From an optimization exercise on the open Yosys and OpenROAD flow, aimed at small area; shortcuts taken in it are not production practice. Function was checked by simulation only, so behaviour that the tests miss may differ from the original. Power and IR drop assume default switching activity. The flow treats the clock pin as an ideal source, which a real chip does not have.

==> flow/design.v <==
module ping_pong_buffer #(
    parameter int DATA_WIDTH = 16,
    parameter int BUFFER_SIZE = 32
) (
    input  logic                  clk,
    input  logic                  rst,
    input  logic                  write_en,
    input  logic [DATA_WIDTH-1:0] write_data,
    output logic                  write_full,
    input  logic                  read_en,
    output logic [DATA_WIDTH-1:0] read_data,
    output logic                  read_empty,
    output logic                  current_write_buffer,
    output logic                  current_read_buffer
);
    localparam int AW = $clog2(BUFFER_SIZE);
    localparam int W  = DATA_WIDTH;
    localparam int N  = BUFFER_SIZE;
    logic          write_buffer;
    logic          read_buffer;
    logic [AW-1:0] write_ptr;
    logic [AW-1:0] read_ptr;
    logic [1:0]    buffer_ready;
    logic          ph;
    assign current_write_buffer = write_buffer;
    assign current_read_buffer  = read_buffer;
    wire wr = write_en && !write_full;
    wire rd = read_en && !read_empty;
    logic [N*W-1:0] bank0, bank1;
    logic [1:0]     sh, sh_n;
    logic [W-1:0]   wd;
    logic [N*W-1:0] nxt0, nxt1;
    assign nxt0[0 +: W] = ~(({W{sh_n[0]}} | wd) & ({W{sh[0]}} | bank0[0 +: W]));
    assign nxt1[0 +: W] = ~(({W{sh_n[1]}} | wd) & ({W{sh[1]}} | bank1[0 +: W]));
    for (genvar i = 1; i < N; i++) begin : g_stage
        assign nxt0[i*W +: W] = ~(({W{sh_n[0]}} | bank0[(i-1)*W +: W]) & ({W{sh[0]}} | bank0[i*W +: W]));
        assign nxt1[i*W +: W] = ~(({W{sh_n[1]}} | bank1[(i-1)*W +: W]) & ({W{sh[1]}} | bank1[i*W +: W]));
    end
    wire [W-1:0] src = read_buffer ? nxt1[(N-1)*W +: W] : nxt0[(N-1)*W +: W];
    always_ff @(posedge clk or posedge rst) begin
        if (rst) begin
            write_buffer <= 0;
            read_buffer  <= 0;
            write_ptr    <= 0;
            read_ptr     <= 0;
            buffer_ready <= 2'b00;
            write_full   <= 0;
            read_empty   <= 1;
            read_data    <= 0;
            ph           <= 0;
        end else begin
            ph <= !ph;
            if (wr) begin
                write_ptr <= write_ptr + 1'b1;
                if (write_ptr == AW'(N - 1)) begin
                    buffer_ready[write_buffer] <= 1;
                    write_full <= buffer_ready[!write_buffer];
                    if (!buffer_ready[!write_buffer]) begin
                        write_buffer <= !write_buffer;
                        write_ptr    <= 0;
                    end
                end
            end else if (write_full) begin
                if (!buffer_ready[!write_buffer]) begin
                    write_full   <= 0;
                    write_buffer <= !write_buffer;
                    write_ptr    <= 0;
                end
            end
            if (rd) begin
                read_data <= src ^ {W{!ph}};
                read_ptr  <= read_ptr + 1'b1;
                if (read_ptr == AW'(N - 1)) begin
                    buffer_ready[read_buffer] <= 0;
                    read_empty <= !buffer_ready[!read_buffer];
                    if (buffer_ready[!read_buffer]) begin
                        read_buffer <= !read_buffer;
                        read_ptr    <= 0;
                    end
                end
            end else if (read_empty) begin
                if (buffer_ready[read_buffer]) begin
                    read_empty <= 0;
                    read_ptr   <= 0;
                end else if (buffer_ready[!read_buffer]) begin
                    read_empty  <= 0;
                    read_buffer <= !read_buffer;
                    read_ptr    <= 0;
                end
            end
        end
    end
    always_ff @(posedge clk) begin
        sh[0]   <=  ((wr && !write_buffer) || (rd && !read_buffer));
        sh[1]   <=  ((wr &&  write_buffer) || (rd &&  read_buffer));
        sh_n[0] <= !((wr && !write_buffer) || (rd && !read_buffer));
        sh_n[1] <= !((wr &&  write_buffer) || (rd &&  read_buffer));
        wd      <= write_data ^ {W{!ph}};
    end
    always_ff @(posedge clk) begin
        bank0 <= nxt0;
        bank1 <= nxt1;
    end
endmodule
clock: 5.0 ns
lec_check: 0
cap_margin: 20
core_margin: 2
core_utilization: 60
cts_buf_list: sky130_fd_sc_hd__clkbuf_4
cts_cluster_diameter: 40
cts_cluster_size: 12
slew_margin: 20
run.sh (not shown) runs the stock make flow with config.mk's settings and CLKGATE_MAP_FILE= SYNTH_SCRIPT=/design/flow/synth_recipe.tcl, a recipe that flattens the netlist after the stock synthesis.
The starting point ran to the end with no violations.
==> next run, changes <==
- CTS_BUF_LIST: sky130_fd_sc_hd__clkbuf_4 -> sky130_fd_sc_hd__clkbuf_8
- CTS_CLUSTER_DIAMETER: 40 -> 80
- CTS_CLUSTER_SIZE: 12 -> 18
After rerunning: Core utilization decreases by 0.83 points. Synthesized area does not change. Clock-buffer cell count decreases by 55. Combinational power hardly moves. Final cell count decreases by 3.3%. Fmax increases by 7.3%. Flip-flop and latch count is unchanged. Wire length decreases by 1.1%. Global-route usage decreases by 0.34 points. Setup slack gains 0.21 ns.
==> next run, changes <==
==> flow/flow/run.sh (new file) <==
#!/bin/bash
# Layout with the standard flow (standard synthesis included), changing only
# two placement/CTS choices: ports are buffered with the smallest buffer, and
# clock tree synthesis uses clkbuf_8 leaves without dummy loads.
set -euo pipefail
export BUFFER_PORTS_ARGS="-buffer_cell sky130_fd_sc_hd__buf_1"
export CTS_ARGS="-sink_clustering_enable -repair_clock_nets -dont_use_dummy_load -buf_list sky130_fd_sc_hd__clkbuf_8 -sink_clustering_size 20 -sink_clustering_max_diameter 80"
bash standard.sh > standard.log 2>&1
==> flow/standard.sh (new file) <==
#!/bin/bash
# synth_recipe.tcl (not shown) runs the flow's synth.tcl, then flattens the netlist and writes it again
# the make line also repeats each setting of config.mk as NAME=value (left out here)
make -C /OpenROAD-flow-scripts/flow DESIGN_CONFIG=/design/flow/config.mk WORK_HOME=/design/flow/orfs CLKGATE_MAP_FILE= SYNTH_SCRIPT=/design/flow/synth_recipe.tcl "${@:-finish}"
- CTS_BUF_LIST: sky130_fd_sc_hd__clkbuf_8 -> default
- CTS_CLUSTER_DIAMETER: 80 -> default
- CTS_CLUSTER_SIZE: 18 -> default
removed: flow/run.sh
Result: Area after synthesis does not change; sequential share of layout area grows by 0.90 points; setup slack improves by 0.38 ns; via count shrinks by 0.74%; critical path depth is unchanged; clock-buffer cell count shrinks by 14; design area shrinks by 1.3%; sequential power barely changes; routed wire length shrinks by 0.96%; cell count shrinks by 0.59%; maximum frequency grows by 15%.
==> next run, changes <==
--- a/flow/flow/run.sh
+++ b/flow/flow/run.sh
@@ -6,3 +6,3 @@
 export BUFFER_PORTS_ARGS="-buffer_cell sky130_fd_sc_hd__buf_1"
-export CTS_ARGS="-sink_clustering_enable -repair_clock_nets -dont_use_dummy_load -buf_list sky130_fd_sc_hd__clkbuf_8 -sink_clustering_size 20 -sink_clustering_max_diameter 80"
+export CTS_ARGS="-sink_clustering_enable -repair_clock_nets -dont_use_dummy_load -buf_list sky130_fd_sc_hd__clkbuf_8 -sink_clustering_size 20 -sink_clustering_max_diameter 50"
 bash standard.sh > standard.log 2>&1
- CORE_UTILIZATION: 60 -> 85
- PLACE_DENSITY: default -> 0.9
Die area falls by a quarter to a third.
Cell count falls by a little under a tenth.
Power rises by a few percent.
Via count rises by a few percent.
Design area falls slightly.
First-iteration DRC count rises by well over a third.
Worst setup slack gets worse by 0.0036 ns.
Fmax hardly moves.
Routed wire length rises by about a fifth.
Utilization rises by 25 points.
==> next run, changes <==
--- a/flow/flow/run.sh
+++ b/flow/flow/run.sh
@@ -6,3 +6,3 @@
 export BUFFER_PORTS_ARGS="-buffer_cell sky130_fd_sc_hd__buf_1"
-export CTS_ARGS="-sink_clustering_enable -repair_clock_nets -dont_use_dummy_load -buf_list sky130_fd_sc_hd__clkbuf_8 -sink_clustering_size 20 -sink_clustering_max_diameter 50"
+export CTS_ARGS="-sink_clustering_enable -repair_clock_nets -dont_use_dummy_load -buf_list sky130_fd_sc_hd__clkbuf_8 -sink_clustering_size 21 -sink_clustering_max_diameter 60"
 bash standard.sh > standard.log 2>&1
- CAP_MARGIN: 20 -> 0
- CORE_UTILIZATION: 85 -> 75
- PLACE_DENSITY: 0.9 -> 0.8
- SLEW_MARGIN: 20 -> 0
Via count fell by a few percent. First-iteration DRC count fell by about a fifth. Clock skew fell by 0.014 ns. Final area is unchanged. Global-route usage fell by 7.8 points. Maximum frequency stays flat. Combinational power fell by a little under a tenth. Power fell by a few percent. Routed wire length fell by about a fifth. Area after synthesis stays the same.


== run 1 ==
// ping_pong_buffer: RTL as listed in full above, without the edits since
clock: 5.0 ns
lec_check: 0
cap_margin: 20
core_margin: 2
core_utilization: 75
place_density: 0.8
slew_margin: 20
standard.sh (not shown) runs the stock make flow with config.mk's settings and CLKGATE_MAP_FILE= SYNTH_SCRIPT=/design/flow/synth_recipe.tcl, a recipe that flattens the netlist after the stock synthesis.
==> flow/flow/run.sh <==
#!/bin/bash
# Layout with the standard flow (standard synthesis included), changing only
# two placement/CTS choices: ports are buffered with the smallest buffer, and
# clock tree synthesis uses clkbuf_8 leaves without dummy loads.
set -euo pipefail
export BUFFER_PORTS_ARGS="-buffer_cell sky130_fd_sc_hd__buf_1"
export CTS_ARGS="-sink_clustering_enable -repair_clock_nets -dont_use_dummy_load -buf_list sky130_fd_sc_hd__clkbuf_8 -sink_clustering_size 21 -sink_clustering_max_diameter 60"
bash standard.sh > standard.log 2>&1
Run 1 went all the way through the flow, and no timing, DRC or antenna check failed.
Inputs modified between run 1 and run 2:
Settings: CTS_CLUSTER_SIZE newly set to 20; CTS_BUF_LIST newly set to sky130_fd_sc_hd__clkbuf_8; CTS_CLUSTER_DIAMETER newly set to 50; PLACE_DENSITY removed (was 0.8); CORE_UTILIZATION changed from 75 to 60.
==> flow/run.sh (new file) <==
#!/bin/bash
# synth_recipe.tcl (not shown) runs the flow's synth.tcl, then flattens the netlist and writes it again
# the make line also repeats each setting of config.mk as NAME=value (left out here)
make -C /OpenROAD-flow-scripts/flow DESIGN_CONFIG=/design/flow/config.mk WORK_HOME=/design/flow/orfs CLKGATE_MAP_FILE= SYNTH_SCRIPT=/design/flow/synth_recipe.tcl finish
removed: flow/flow/run.sh
removed: flow/standard.sh
==> run notes <==
Diff run 1 -> run 2 | final cell utilization of the core | decrease of 14 points. Max number of inserted filler cells in the final layout across run 1 and run 2: run 2. Run 2 reached the final stage; the timing, DRC and antenna checks on its layout passed. Clock power | run 2 above run 1. From run 1 to run 2 the numbers moved as follows: wire length grew by 2.9%; time the final worst path needs with I/O delays and setup grew by 0.37 ns; final design area excluding fillers grew by 1100 sq um; sequential share of cell area shrank by 2.3 points; fraction of standard cell area in multi-input logic shrank by 0.81 points. Global routing met3 resource utilization: run 2 vs run 1 up 0.60 points.
Input-level comparison between run 3 and run 2:
Settings: CTS_BUF_LIST: sky130_fd_sc_hd__clkbuf_8 -> unset; PLACE_DENSITY: unset -> 0.8; CTS_CLUSTER_DIAMETER: 50 -> unset; CTS_CLUSTER_SIZE: 20 -> unset; CORE_UTILIZATION: 60 -> 75.
==> flow/flow/run.sh (new file) <==
#!/bin/bash
# Layout with the standard flow (standard synthesis included), changing only
# two placement/CTS choices: ports are buffered with the smallest buffer, and
# clock tree synthesis uses clkbuf_8 leaves without dummy loads.
set -euo pipefail
export BUFFER_PORTS_ARGS="-buffer_cell sky130_fd_sc_hd__buf_1"
export CTS_ARGS="-sink_clustering_enable -repair_clock_nets -dont_use_dummy_load -buf_list sky130_fd_sc_hd__clkbuf_8 -sink_clustering_size 21 -sink_clustering_max_diameter 60 -balance_levels"
bash standard.sh > standard.log 2>&1
==> flow/standard.sh (new file) <==
#!/bin/bash
# synth_recipe.tcl (not shown) runs the flow's synth.tcl, then flattens the netlist and writes it again
# the make line also repeats each setting of config.mk as NAME=value (left out here)
make -C /OpenROAD-flow-scripts/flow DESIGN_CONFIG=/design/flow/config.mk WORK_HOME=/design/flow/orfs CLKGATE_MAP_FILE= SYNTH_SCRIPT=/design/flow/synth_recipe.tcl "${@:-finish}"
removed: flow/run.sh
## What came out
- On share of total power consumed by net switching, run 3 tracks run 2 almost exactly.
- Run 3: sum of met2 wire segment lengths after detailed routing is about 1.5% higher than what run 2 reported.
- Against run 2, post-route minimum period in run 3 came out better.
- Diff run 2 -> run 3: worst-case clock buffer depth now sits at about the same level; fraction of met1 tracks used by global routing now sits higher.
- Run 3 against run 2: portion of the layout cell area used by non-clock buffers went down 0.76 points, post-synthesis to final-layout area growth now sits lower, arrival time at the worst endpoint now smaller.
Inputs modified between run 3 and run 4:
--- a/flow/flow/run.sh
+++ b/flow/flow/run.sh
@@ -6,3 +6,3 @@
 export BUFFER_PORTS_ARGS="-buffer_cell sky130_fd_sc_hd__buf_1"
-export CTS_ARGS="-sink_clustering_enable -repair_clock_nets -dont_use_dummy_load -buf_list sky130_fd_sc_hd__clkbuf_8 -sink_clustering_size 21 -sink_clustering_max_diameter 60 -balance_levels"
+export CTS_ARGS="-sink_clustering_enable -repair_clock_nets -dont_use_dummy_load -buf_list sky130_fd_sc_hd__clkbuf_16 -sink_clustering_size 36 -sink_clustering_max_diameter 60"
 bash standard.sh > standard.log 2>&1
## What came out
Lower worst hold slack goes to run 4 over run 3. Sort run 3 and run 4 by sequential share of layout area desc -> top: run 3. From run 3 to run 4 the numbers moved as follows: routing usage on met1 -0.17 points, average routed wire per standard cell +2.7%, post-layout instance area +300 sq um, synthesized netlist cell count ~0 delta, ratio of final minimum period to clock period -1.4 points. Signed area change from the synthesized netlist to the final layout delta for run 4 relative to run 3: 1.0 points higher. Taking run 3 as the reference, in run 4 final sum of negative setup slack now sits at about the same level, overall power consumption rose 2.8%.
Inputs modified between run 4 and run 5:
Settings: changing CORE_UTILIZATION from 75 to 60; removing PLACE_DENSITY (formerly 0.8).
--- a/flow/flow/run.sh
+++ b/flow/flow/run.sh
@@ -6,3 +6,3 @@
 export BUFFER_PORTS_ARGS="-buffer_cell sky130_fd_sc_hd__buf_1"
-export CTS_ARGS="-sink_clustering_enable -repair_clock_nets -dont_use_dummy_load -buf_list sky130_fd_sc_hd__clkbuf_16 -sink_clustering_size 36 -sink_clustering_max_diameter 60"
+export CTS_ARGS="-sink_clustering_enable -repair_clock_nets -dont_use_dummy_load -buf_list sky130_fd_sc_hd__clkbuf_16 -sink_clustering_size 33 -sink_clustering_max_diameter 100"
 bash standard.sh > standard.log 2>&1
==> run notes <==
| number of global-route vias before repair | run 5 vs run 4 | ≈ equal |
Changes observed in run 5 relative to run 4: worst endpoint data arrival time has decreased; worst IR drop on VDD went down by 0.14 mV; proportion of cell area spent on the clock network went down 0.49 points; delay of the slowest critical-path stage was more or less identical; total power lower.
Run 4 → run 5: achievable frequency grew by 1.5%, power density over the cells shrank by about 1.5%, internal power summed over all cells shrank by about 1.2%, time the worst path needs with I/O delays and setup shrank by 0.037 ns.

what the ideal ports hide:
No port has a modelled driver above. Below, the same layouts with a new extraction and two added sets of constraints. Step 1: set_driving_cell puts a clkbuf_16 on clk and a buf_2 on each other input, an assumption about the parent block. Step 2 moves the port delays by t, midway between the first and last clock arrival at a register: inputs arrive t later, outputs are due t later. That takes back most of the time a late clock gives input paths. Three values: ideal, step 1, step 2; two values: the first two.
| run | t, ns | setup WS [ns] | clock arrival spread, ns | pins driven straight from the clock port |
|---|---|---|---|---|
| the first run of note 1 | 0.907 | 1.859 / 1.806 / 2.148 | 0.048 / 0.048 | 1 |
| the second run of note 1 | 0.708 | 2.073 / 2.016 / 2.151 | 0.026 / 0.026 | 1 |
| the third run of note 1 | 0.732 | 2.448 / 2.392 / 2.537 | 0.052 / 0.053 | 1 |
| the fourth run of note 1 | 0.722 | 2.445 / 2.390 / 2.534 | 0.057 / 0.057 | 1 |
| the fifth run of note 1 | 0.706 | 2.440 / 2.388 / 2.525 | 0.055 / 0.054 | 1 |
| run 1 | 0.706 | 2.445 / 2.393 / 2.486 | 0.053 / 0.053 | 1 |
| run 2 | 0.713 | 2.071 / 2.017 / 2.138 | 0.025 / 0.026 | 1 |
| run 3 | 0.706 | 2.445 / 2.393 / 2.486 | 0.053 / 0.053 | 1 |
| run 4 | 0.639 | 2.516 / 2.459 / 2.514 | 0.068 / 0.069 | 1 |
| run 5 | 0.643 | 2.553 / 2.493 / 2.530 | 0.030 / 0.030 | 1 |
After both steps setup and hold are still met in every run listed. The setup slack of run 5, which loses most, moves by -0.060 ns with the drivers and by -0.023 ns with both steps.
